From an optimization exercise on the open Yosys and OpenROAD flow, aimed at small area; shortcuts taken in it are not production practice. In this exercise RTL edits were held to simulation tests only and were not proved equivalent to the original. No driver is modelled on the clock port, so clock power and skew are understated where the tree is cut down; a real chip needs a root buffer or a tree. Power figures rest on the tool's default switching activity, not on a simulated workload.

main:
==> flow/design.v <==
module i2c_drive(clk,rst_n,bit_ctrl,i2c_enable,i2c_rh_wl,i2c_addr,i2c_data_w,i2c_data_r,i2c_done,scl,sda_in,sda_out,sda_dir);
	input clk;
	input rst_n;
	input bit_ctrl;
	input i2c_enable;
	input i2c_rh_wl;
	input [15:0] i2c_addr;
	input [7:0] i2c_data_w;
	output reg [7:0] i2c_data_r;
	output i2c_done;
	output scl;
	input sda_in;
	output sda_out;
	output sda_dir;
	localparam IDLE=3'd0, SA=3'd1, A16=3'd2, A8=3'd3, DW=3'd4, AR=3'd5, DR=3'd6, STOP=3'd7;
	reg [2:0] state;
	reg [3:0] slot;		 
	reg [1:0] g;		 
	reg wr_flag;		 
	reg [23:0] sh;		 
	wire qa = g==2'b00;	 
	wire qd = g==2'b10;	 
	wire s_idle = state==IDLE;
	wire s_sa   = state==SA;
	wire s_a16  = state==A16;
	wire s_a8   = state==A8;
	wire s_dw   = state==DW;
	wire s_ar   = state==AR;
	wire s_dr   = state==DR;
	wire s_stop = state==STOP;
	wire lng = s_sa | s_ar;
	wire [3:0] last = s_stop ? 4'd3 : lng ? 4'd9 : 4'd8;
	wire ph_end = qd & (slot==last);
	wire shift = ~slot[3] & ((qd & (s_a16 | s_a8 | s_dw | (s_sa & ~bit_ctrl))) | (qa & s_dr));
	always @(posedge clk)
		if (s_idle)
			wr_flag <= i2c_rh_wl;
	wire hold = ~s_idle & ~shift;
	always @(posedge clk) begin
		sh <= ({24{s_idle}} & {i2c_addr, i2c_data_w}) | ({24{shift}} & {sh[22:0], sda_in}) | ({24{hold}} & sh);
	end
	always @(posedge clk) begin
		if (s_idle)
			slot <= 4'd15;
		else if (ph_end)
			slot <= 4'd0;
		else if (qd)
			slot <= slot + 4'd1;
	end
	always @(posedge clk or negedge rst_n) begin
		if (!rst_n) begin
			state <= IDLE;
			g <= 2'b10;
		end else begin
			g <= s_idle ? 2'b10 : {g[0], ~g[1]};
			case (state)
				IDLE: if (i2c_enable) state <= SA;
				SA:   if (ph_end) state <= bit_ctrl ? A16 : A8;
				A16:  if (ph_end) state <= A8;
				A8:   if (ph_end) state <= wr_flag ? AR : DW;
				DW:   if (ph_end) state <= STOP;
				AR:   if (ph_end) state <= DR;
				DR:   if (ph_end) state <= STOP;
				STOP: if (ph_end) state <= IDLE;
			endcase
		end
	end
	always @(posedge clk or negedge rst_n) begin
		if (!rst_n)
			i2c_data_r <= 8'd0;
		else if (s_dr & slot[3] & g==2'b11)
			i2c_data_r <= sh[7:0];
	end
	assign i2c_done = s_idle & ~g[1];
	assign scl = g[0] | s_idle | (s_sa & (slot==4'd15 | (slot==4'd0 & ~qd))) | (s_stop & ~(slot==4'd0 & qa));
	assign sda_dir = s_dr ? slot[3] : ~(slot==last & (lng | s_a16 | s_a8 | s_dw));
	reg bitv;
	always @(*) begin
		case (state)
			SA:   bitv = slot==4'd0 ? qa : (slot[0] & (~slot[2] | slot[3]));
			AR:   bitv = slot==4'd0 ? ~g[1] : (slot[0] & (~slot[2] | slot[3])) | (slot[3] & ~slot[0]);
			A16, A8, DW: bitv = sh[23];
			STOP: bitv = slot!=4'd0 | qd;
			default: bitv = 1'b1;
		endcase
	end
	assign sda_out = bitv;
endmodule
export LEC_CHECK = 0
export CAP_MARGIN = 20
export CORE_MARGIN = 2
export CORE_UTILIZATION = 40
export SLEW_MARGIN = 20
create_clock -name core_clock -period 5.0 [get_ports {clk}]
standard.sh (not shown) runs the stock make flow with config.mk's settings and CLKGATE_MAP_FILE= SYNTH_SCRIPT=/design/flow/synth_recipe.tcl, a recipe that flattens the netlist after the stock synthesis.
==> flow/flow/run.sh <==
#!/bin/bash
# The standard layout (standard.sh) with these changes:
#  - Yosys's technology mapping (abc) uses an area-oriented script
#    (flow/abc_area_map.script) in place of ORFS's delay-oriented one; the
#    registers come from the standard synthesis unchanged, abc maps only the
#    combinational logic;
#  - ports are buffered with the smallest buffer (buf_1);
#  - the clock tree is built by flow/manual_cts.tcl: the clock port drives one
#    root buffer, which drives one leaf buffer per cluster of registers.
# ORFS's scripts are copied here and patched; each tool's log stays in
# orfs/logs, and make's output in flow_standard.log.
set -euo pipefail
here=$(pwd)
rm -rf "$here/orfs_scripts"
cp -r "$FLOW_HOME/scripts" "$here/orfs_scripts"
cp "$here/flow/abc_area_map.script" "$here/orfs_scripts/abc_speed.script"
cp "$here/flow/abc_area_map.script" "$here/orfs_scripts/abc_area.script"
python3 - "$here/orfs_scripts/cts.tcl" "$here/flow/manual_cts.tcl" <<'PY'
import sys
p, m = sys.argv[1], sys.argv[2]
s = open(p).read()
old = "log_cmd clock_tree_synthesis {*}$cts_args"
assert old in s
s = s.replace(old, "source %s\nmanual_clock_tree sky130_fd_sc_hd__clkbuf_1 sky130_fd_sc_hd__clkbuf_8 3\ndetailed_placement" % m)
open(p, "w").write(s)
PY
export SCRIPTS_DIR="$here/orfs_scripts"
export BUFFER_PORTS_ARGS="-buffer_cell sky130_fd_sc_hd__buf_1"
bash standard.sh > "$here/flow_standard.log" 2>&1
Other scripts of this flow, unchanged in this note and not shown: flow/flow/abc_area_map.script, flow/flow/manual_cts.tcl
The final layout from main, which completed every stage, passed the timing, design-rule and antenna checks at the end of the flow.
Relative to main, the following input files were edited for the feature branch:
-- flow/flow/run.sh --
<<< main, line 22
old = "log_cmd clock_tree_synthesis {*}$cts_args"
assert old in s
s = s.replace(old, "source %s\nmanual_clock_tree sky130_fd_sc_hd__clkbuf_1 sky130_fd_sc_hd__clkbuf_8 3\ndetailed_placement" % m)
open(p, "w").write(s)
PY
>>> the feature branch, line 22
old = "log_cmd clock_tree_synthesis {*}$cts_args"
assert old in s
s = s.replace(old, "source %s\nmanual_clock_tree sky130_fd_sc_hd__clkbuf_1 sky130_fd_sc_hd__buf_4 5\ndetailed_placement" % m)
open(p, "w").write(s)
PY
[summary]
Looking at via count of the first global-routing pass across the feature branch and main, the one that comes out higher is main. Run comparison: main endpoint of the worst setup timing path sda_dir; the feature branch endpoint of the worst setup timing path scl. Filler cell count in the feature branch vs main: down about 0.7%. main → the feature branch: wire length of the first global-routing pass now sits at about the same level; final worst setup slack went down 0.047 ns; number of vias after detailed routing went up; wire length barely changed; number of top-level design ports essentially unchanged. The feature branch against main: met3 global-route usage picked up an extra 0.58 points; logic depth of the worst setup path including buffers went down 1; post-synthesis compound-gate area fraction did not really move; part of the power in registers stayed essentially flat.
No run of this note takes its clock network from TritonCTS; it comes from the design's own scripts or RTL.

========
Another version of the RTL of i2c_drive (not shown whole).
Size in the first run: ~160 cells after synthesis, ~42 flip-flops, ~2000 sq um of cells after synthesis.
export LEC_CHECK = 0
export CAP_MARGIN = 20
export CORE_MARGIN = 2
export CORE_UTILIZATION = 40
export SLEW_MARGIN = 20
create_clock -name core_clock -period 5.0 [get_ports {clk}]
run.sh (not shown) runs the stock make flow with config.mk's settings and CLKGATE_MAP_FILE= SYNTH_SCRIPT=/design/flow/synth_recipe.tcl, a recipe that flattens the netlist after the stock synthesis.
Stock flow here: none of the scripts above is used.
Then changed:
==> flow/flow/run.sh (new file) <==
#!/bin/bash
# The standard layout with three changes:
#  - Yosys's technology mapping (abc) uses an area-oriented script
#    (flow/abc_area_map.script) in place of ORFS's delay-oriented one;
#  - ports are buffered with the smallest buffer (buf_1);
#  - the clock tree has no dummy loads.
# Registers come from the standard synthesis unchanged (abc maps only the
# combinational logic).
set -euo pipefail
here=$(pwd)
rm -rf "$here/orfs_scripts"
cp -r "$FLOW_HOME/scripts" "$here/orfs_scripts"
cp "$here/flow/abc_area_map.script" "$here/orfs_scripts/abc_speed.script"
cp "$here/flow/abc_area_map.script" "$here/orfs_scripts/abc_area.script"
export SCRIPTS_DIR="$here/orfs_scripts"
export BUFFER_PORTS_ARGS="-buffer_cell sky130_fd_sc_hd__buf_1"
export CTS_ARGS="-sink_clustering_enable -repair_clock_nets -dont_use_dummy_load"
bash standard.sh > "$here/flow_standard.log" 2>&1
==> flow/flow/abc_area_map.script (new file) <==
strash
dch -f
map -a
strash
dch -f
map -a
==> flow/standard.sh (new file) <==
#!/bin/bash
# synth_recipe.tcl (not shown) runs the flow's synth.tcl, then flattens the netlist and writes it again
# the make line also repeats each setting of config.mk as NAME=value (left out here)
make -C /OpenROAD-flow-scripts/flow DESIGN_CONFIG=/design/flow/config.mk WORK_HOME=/design/flow/orfs CLKGATE_MAP_FILE= SYNTH_SCRIPT=/design/flow/synth_recipe.tcl "${@:-finish}"
removed: flow/run.sh
Outcome: Cell area decreases by 16%. Clock skew grows by 8.4 ps. Clock-buffer cell count does not change.
Then changed:
==> flow/flow/run.sh (replaced) <==
#!/bin/bash
set -euo pipefail
export BUFFER_PORTS_ARGS="-buffer_cell sky130_fd_sc_hd__buf_1"
export CTS_ARGS="-sink_clustering_enable -repair_clock_nets -dont_use_dummy_load"
bash standard.sh > flow_standard.log 2>&1
removed: flow/flow/abc_area_map.script
What happened:
- The changed run ran to the end with no violations
- final area rises by 3.9%
- first-iteration DRC count shrinks by 51%
- final cell count went down by 5.8%
- worst hold slack gets worse by 3.9 ps
- non-clock buffer count shrinks by 1
- routed wire length drops by 4.7%
- power drops by 55%
- clock skew rises by 6.1 ps
- area after synthesis is higher by 6.9%
- setup slack gains 82 ps
- synthesized cell count went down by 10%

========
== the previous run ==
Another version of the RTL of i2c_drive (not shown whole).
Size: about 42 flip-flops, roughly 42 I/O pins, roughly 1700 um2 of cells after synthesis.
export LEC_CHECK = 0
export CAP_MARGIN = 20
export CORE_MARGIN = 2
export CORE_UTILIZATION = 40
export SLEW_MARGIN = 20
create_clock -name core_clock -period 5.0 [get_ports {clk}]
standard.sh (not shown) runs the stock make flow with config.mk's settings and CLKGATE_MAP_FILE= SYNTH_SCRIPT=/design/flow/synth_recipe.tcl, a recipe that flattens the netlist after the stock synthesis.
==> flow/flow/run.sh <==
#!/bin/bash
# The standard layout (standard.sh) with these changes:
#  - Yosys's technology mapping (abc) uses an area-oriented script
#    (flow/abc_area_map.script) in place of ORFS's delay-oriented one; the
#    registers come from the standard synthesis unchanged, abc maps only the
#    combinational logic;
#  - ports are buffered with the smallest buffer (buf_1);
#  - no timing repair at floorplan, and power (size) recovery after global
#    routing;
#  - the clock tree is built by flow/manual_cts.tcl: the clock port drives one
#    root buffer, which drives one leaf buffer per cluster of registers.
# ORFS's scripts are copied here and patched; each tool's log stays in
# orfs/logs, and make's output in flow_standard.log.
set -euo pipefail
here=$(pwd)
rm -rf "$here/orfs_scripts"
cp -r "$FLOW_HOME/scripts" "$here/orfs_scripts"
cp "$here/flow/abc_area_map.script" "$here/orfs_scripts/abc_speed.script"
cp "$here/flow/abc_area_map.script" "$here/orfs_scripts/abc_area.script"
python3 - "$here/orfs_scripts/cts.tcl" "$here/flow/manual_cts.tcl" <<'PY'
import sys
p, m = sys.argv[1], sys.argv[2]
s = open(p).read()
old = "log_cmd clock_tree_synthesis {*}$cts_args"
assert old in s
s = s.replace(old, "source %s\nmanual_clock_tree sky130_fd_sc_hd__clkbuf_1 sky130_fd_sc_hd__buf_4 5\ndetailed_placement\nsize_clock_leaves 0.100 {sky130_fd_sc_hd__buf_4 sky130_fd_sc_hd__buf_6 sky130_fd_sc_hd__buf_8 sky130_fd_sc_hd__buf_12}\ndetailed_placement" % m)
open(p, "w").write(s)
PY
export SCRIPTS_DIR="$here/orfs_scripts"
export BUFFER_PORTS_ARGS="-buffer_cell sky130_fd_sc_hd__buf_1"
# no timing repair before placement (it upsizes drivers of high-fanout nets
# that placement buffers anyway), and downsizing of non-critical cells after
# global routing
export REMOVE_ABC_BUFFERS=1
export RECOVER_POWER=100
bash standard.sh > "$here/flow_standard.log" 2>&1
==> flow/flow/manual_cts.tcl <==
# A two-level clock tree: the clock port drives one root buffer, which drives
# one leaf buffer per cluster of registers (k-means on the clock pins'
# locations); each leaf buffer sits at its cluster's centre.
proc mcts_connect { block master name in_net sinks x y } {
  set buf [odb::dbInst_create $block $master $name]
  set net [odb::dbNet_create $block "clknet_$name"]
  $net setSigType CLOCK
  foreach it $sinks {
    $it disconnect
    $it connect $net
  }
  [$buf findITerm A] connect $in_net
  [$buf findITerm X] connect $net
  $buf setLocation [expr { int($x) }] [expr { int($y) }]
  $buf setPlacementStatus PLACED
}

proc manual_clock_tree { root_name leaf_name k } {
  set block [ord::get_db_block]
  set db [ord::get_db]
  set port_net [[$block findBTerm clk] getNet]
  $port_net setSigType CLOCK
  set sinks {}
  set xs {}
  set ys {}
  foreach it [$port_net getITerms] {
    lappend sinks $it
    set loc [[$it getInst] getLocation]
    lappend xs [lindex $loc 0]
    lappend ys [lindex $loc 1]
  }
  set n [llength $sinks]
  # k-means, seeded with evenly spaced sinks sorted by x
  set order [lsort -integer -indices $xs]
  set cx {}
  set cy {}
  for { set c 0 } { $c < $k } { incr c } {
    set i [lindex $order [expr { int(($c + 0.5) * $n / $k) }]]
    lappend cx [lindex $xs $i]
    lappend cy [lindex $ys $i]
  }
  for { set iter 0 } { $iter < 50 } { incr iter } {
    set asg {}
    for { set i 0 } { $i < $n } { incr i } {
      set best 0
      set bd 1e30
      for { set c 0 } { $c < $k } { incr c } {
        set d [expr { abs([lindex $xs $i] - [lindex $cx $c]) + abs([lindex $ys $i] - [lindex $cy $c]) }]
        if { $d < $bd } { set bd $d; set best $c }
      }
      lappend asg $best
    }
    set ncx {}
    set ncy {}
    for { set c 0 } { $c < $k } { incr c } {
      set sx 0.0; set sy 0.0; set m 0
      for { set i 0 } { $i < $n } { incr i } {
        if { [lindex $asg $i] == $c } {
          set sx [expr { $sx + [lindex $xs $i] }]
          set sy [expr { $sy + [lindex $ys $i] }]
          incr m
        }
      }
      if { $m > 0 } {
        lappend ncx [expr { $sx / $m }]
        lappend ncy [expr { $sy / $m }]
      } else {
        lappend ncx [lindex $cx $c]
        lappend ncy [lindex $cy $c]
      }
    }
    set cx $ncx
    set cy $ncy
  }
  set root_net_sinks {}
  set leaf_master [$db findMaster $leaf_name]
  set rx 0.0; set ry 0.0
  for { set c 0 } { $c < $k } { incr c } {
    set cs {}
    for { set i 0 } { $i < $n } { incr i } {
      if { [lindex $asg $i] == $c } { lappend cs [lindex $sinks $i] }
    }
    if { [llength $cs] == 0 } { continue }
    # the leaf buffer's input starts on the port net; it moves to the root's net below
    mcts_connect $block $leaf_master "clkbuf_1_${c}_clk" $port_net $cs [lindex $cx $c] [lindex $cy $c]
    lappend root_net_sinks [[$block findInst "clkbuf_1_${c}_clk"] findITerm A]
    set rx [expr { $rx + [lindex $cx $c] }]
    set ry [expr { $ry + [lindex $cy $c] }]
    puts "manual clock tree: leaf $c $leaf_name drives [llength $cs] sinks"
  }
  set kk [llength $root_net_sinks]
  mcts_connect $block [$db findMaster $root_name] "clkbuf_0_clk" $port_net $root_net_sinks [expr { $rx / $kk }] [expr { $ry / $kk }]
  puts "manual clock tree: root $root_name drives $kk leaves"
}

# Upsize each leaf buffer whose registers' clock pins see a slew above
# max_slew (ns, placement parasitics), through the given list of cells.
proc size_clock_leaves { max_slew sizes } {
  set block [ord::get_db_block]
  set_propagated_clock [all_clocks]
  estimate_parasitics -placement
  foreach inst [$block getInsts] {
    set name [$inst getName]
    if { ![string match "clkbuf_1_*_clk" $name] } { continue }
    while { 1 } {
      set worst 0.0
      foreach it [[[$inst findITerm X] getNet] getITerms] {
        if { [$it isInputSignal] || [[$it getMTerm] getName] == "CLK" } {
          set pin [get_pins "[[$it getInst] getName]/[[$it getMTerm] getName]"]
          set s [get_property $pin slew_max]
          if { $s > $worst } { set worst $s }
        }
      }
      set cur [[$inst getMaster] getName]
      set i [lsearch $sizes $cur]
      if { $worst <= $max_slew || $i < 0 || $i + 1 >= [llength $sizes] } {
        puts "clock leaf $name: $cur, worst register clock slew [format %.3f $worst] ns"
        break
      }
      replace_cell $name [lindex $sizes [expr { $i + 1 }]]
      estimate_parasitics -placement
    }
  }
}
Other scripts of this flow, unchanged in this note and not shown: flow/flow/abc_area_map.script
Changes in the current run relative to the previous run:
--- a/flow/flow/run.sh
+++ b/flow/flow/run.sh
@@ -8,2 +7,0 @@
-#  - no timing repair at floorplan, and power (size) recovery after global
-#    routing;
@@ -26 +24 @@
-s = s.replace(old, "source %s\nmanual_clock_tree sky130_fd_sc_hd__clkbuf_1 sky130_fd_sc_hd__buf_4 5\ndetailed_placement\nsize_clock_leaves 0.100 {sky130_fd_sc_hd__buf_4 sky130_fd_sc_hd__buf_6 sky130_fd_sc_hd__buf_8 sky130_fd_sc_hd__buf_12}\ndetailed_placement" % m)
+s = s.replace(old, "source %s\nmanual_clock_tree sky130_fd_sc_hd__clkbuf_1 sky130_fd_sc_hd__buf_4 5\ndetailed_placement" % m)
@@ -31,5 +28,0 @@
-# no timing repair before placement (it upsizes drivers of high-fanout nets
-# that placement buffers anyway), and downsizing of non-critical cells after
-# global routing
-export REMOVE_ABC_BUFFERS=1
-export RECOVER_POWER=100
--- a/flow/flow/manual_cts.tcl
+++ b/flow/flow/manual_cts.tcl
@@ -95,30 +94,0 @@
-
-# Upsize each leaf buffer whose registers' clock pins see a slew above
-# max_slew (ns, placement parasitics), through the given list of cells.
-proc size_clock_leaves { max_slew sizes } {
-  set block [ord::get_db_block]
-  set_propagated_clock [all_clocks]
-  estimate_parasitics -placement
-  foreach inst [$block getInsts] {
-    set name [$inst getName]
-    if { ![string match "clkbuf_1_*_clk" $name] } { continue }
-    while { 1 } {
-      set worst 0.0
-      foreach it [[[$inst findITerm X] getNet] getITerms] {
-        if { [$it isInputSignal] || [[$it getMTerm] getName] == "CLK" } {
-          set pin [get_pins "[[$it getInst] getName]/[[$it getMTerm] getName]"]
-          set s [get_property $pin slew_max]
-          if { $s > $worst } { set worst $s }
-        }
-      }
-      set cur [[$inst getMaster] getName]
-      set i [lsearch $sizes $cur]
-      if { $worst <= $max_slew || $i < 0 || $i + 1 >= [llength $sizes] } {
-        puts "clock leaf $name: $cur, worst register clock slew [format %.3f $worst] ns"
-        break
-      }
-      replace_cell $name [lindex $sizes [expr { $i + 1 }]]
-      estimate_parasitics -placement
-    }
-  }
-}
### Flow results
- The current run: no failed stages, no open violations at the end
- Diff the previous run -> the current run | setup slack | increase of 0.059 ns
- ~same sum of met2 wire segment lengths after detailed routing in the previous run and the current run
- Against the previous run, maximum frequency in the current run came out better.
- Against the previous run, design internal power in the current run fell slightly.
In every run of this note, the design's own scripts or RTL, not TritonCTS, make the clock network.

port drivers added, routing unchanged:
No port has a modelled driver above. Below, the same layouts with a new extraction and two added sets of constraints. Step 1 assumes that a clkbuf_16 drives the clock port and a buf_2 every other input. Step 2, shift: input delay + t, output delay - t, t = (earliest + latest rising clock arrival at the registers) / 2. This alone moves slack from input paths to output paths. Three values: ideal, step 1, step 2; two values: the first two.
run | t, ns | slack for setup (ns) | worst slew at a driven data input, ns | cell pins on the clock port's net
main | 0.459 | 1.631 / 1.609 / 1.563 | 0.03 | 1
the feature branch | 0.510 | 1.584 / 1.558 / 1.561 | 0.03 | 1
the first run of note 2 | 0.311 | 1.350 / 1.324 / 1.635 | 0.04 | 1
the second run of note 2 | 0.306 | 1.620 / 1.593 / 1.899 | 0.03 | 1
the third run of note 2 | 0.303 | 1.701 / 1.678 / 1.981 | 0.03 | 1
the previous run | 0.578 | 1.402 / 1.398 / 1.402 | 0.04 | 1
the current run | 0.555 | 1.460 / 1.436 / 1.688 | 0.04 | 1
After both steps every run listed still meets setup and hold. For main, which loses most, drivers alone change the setup slack by -0.022 ns; drivers and shift together by -0.068 ns.
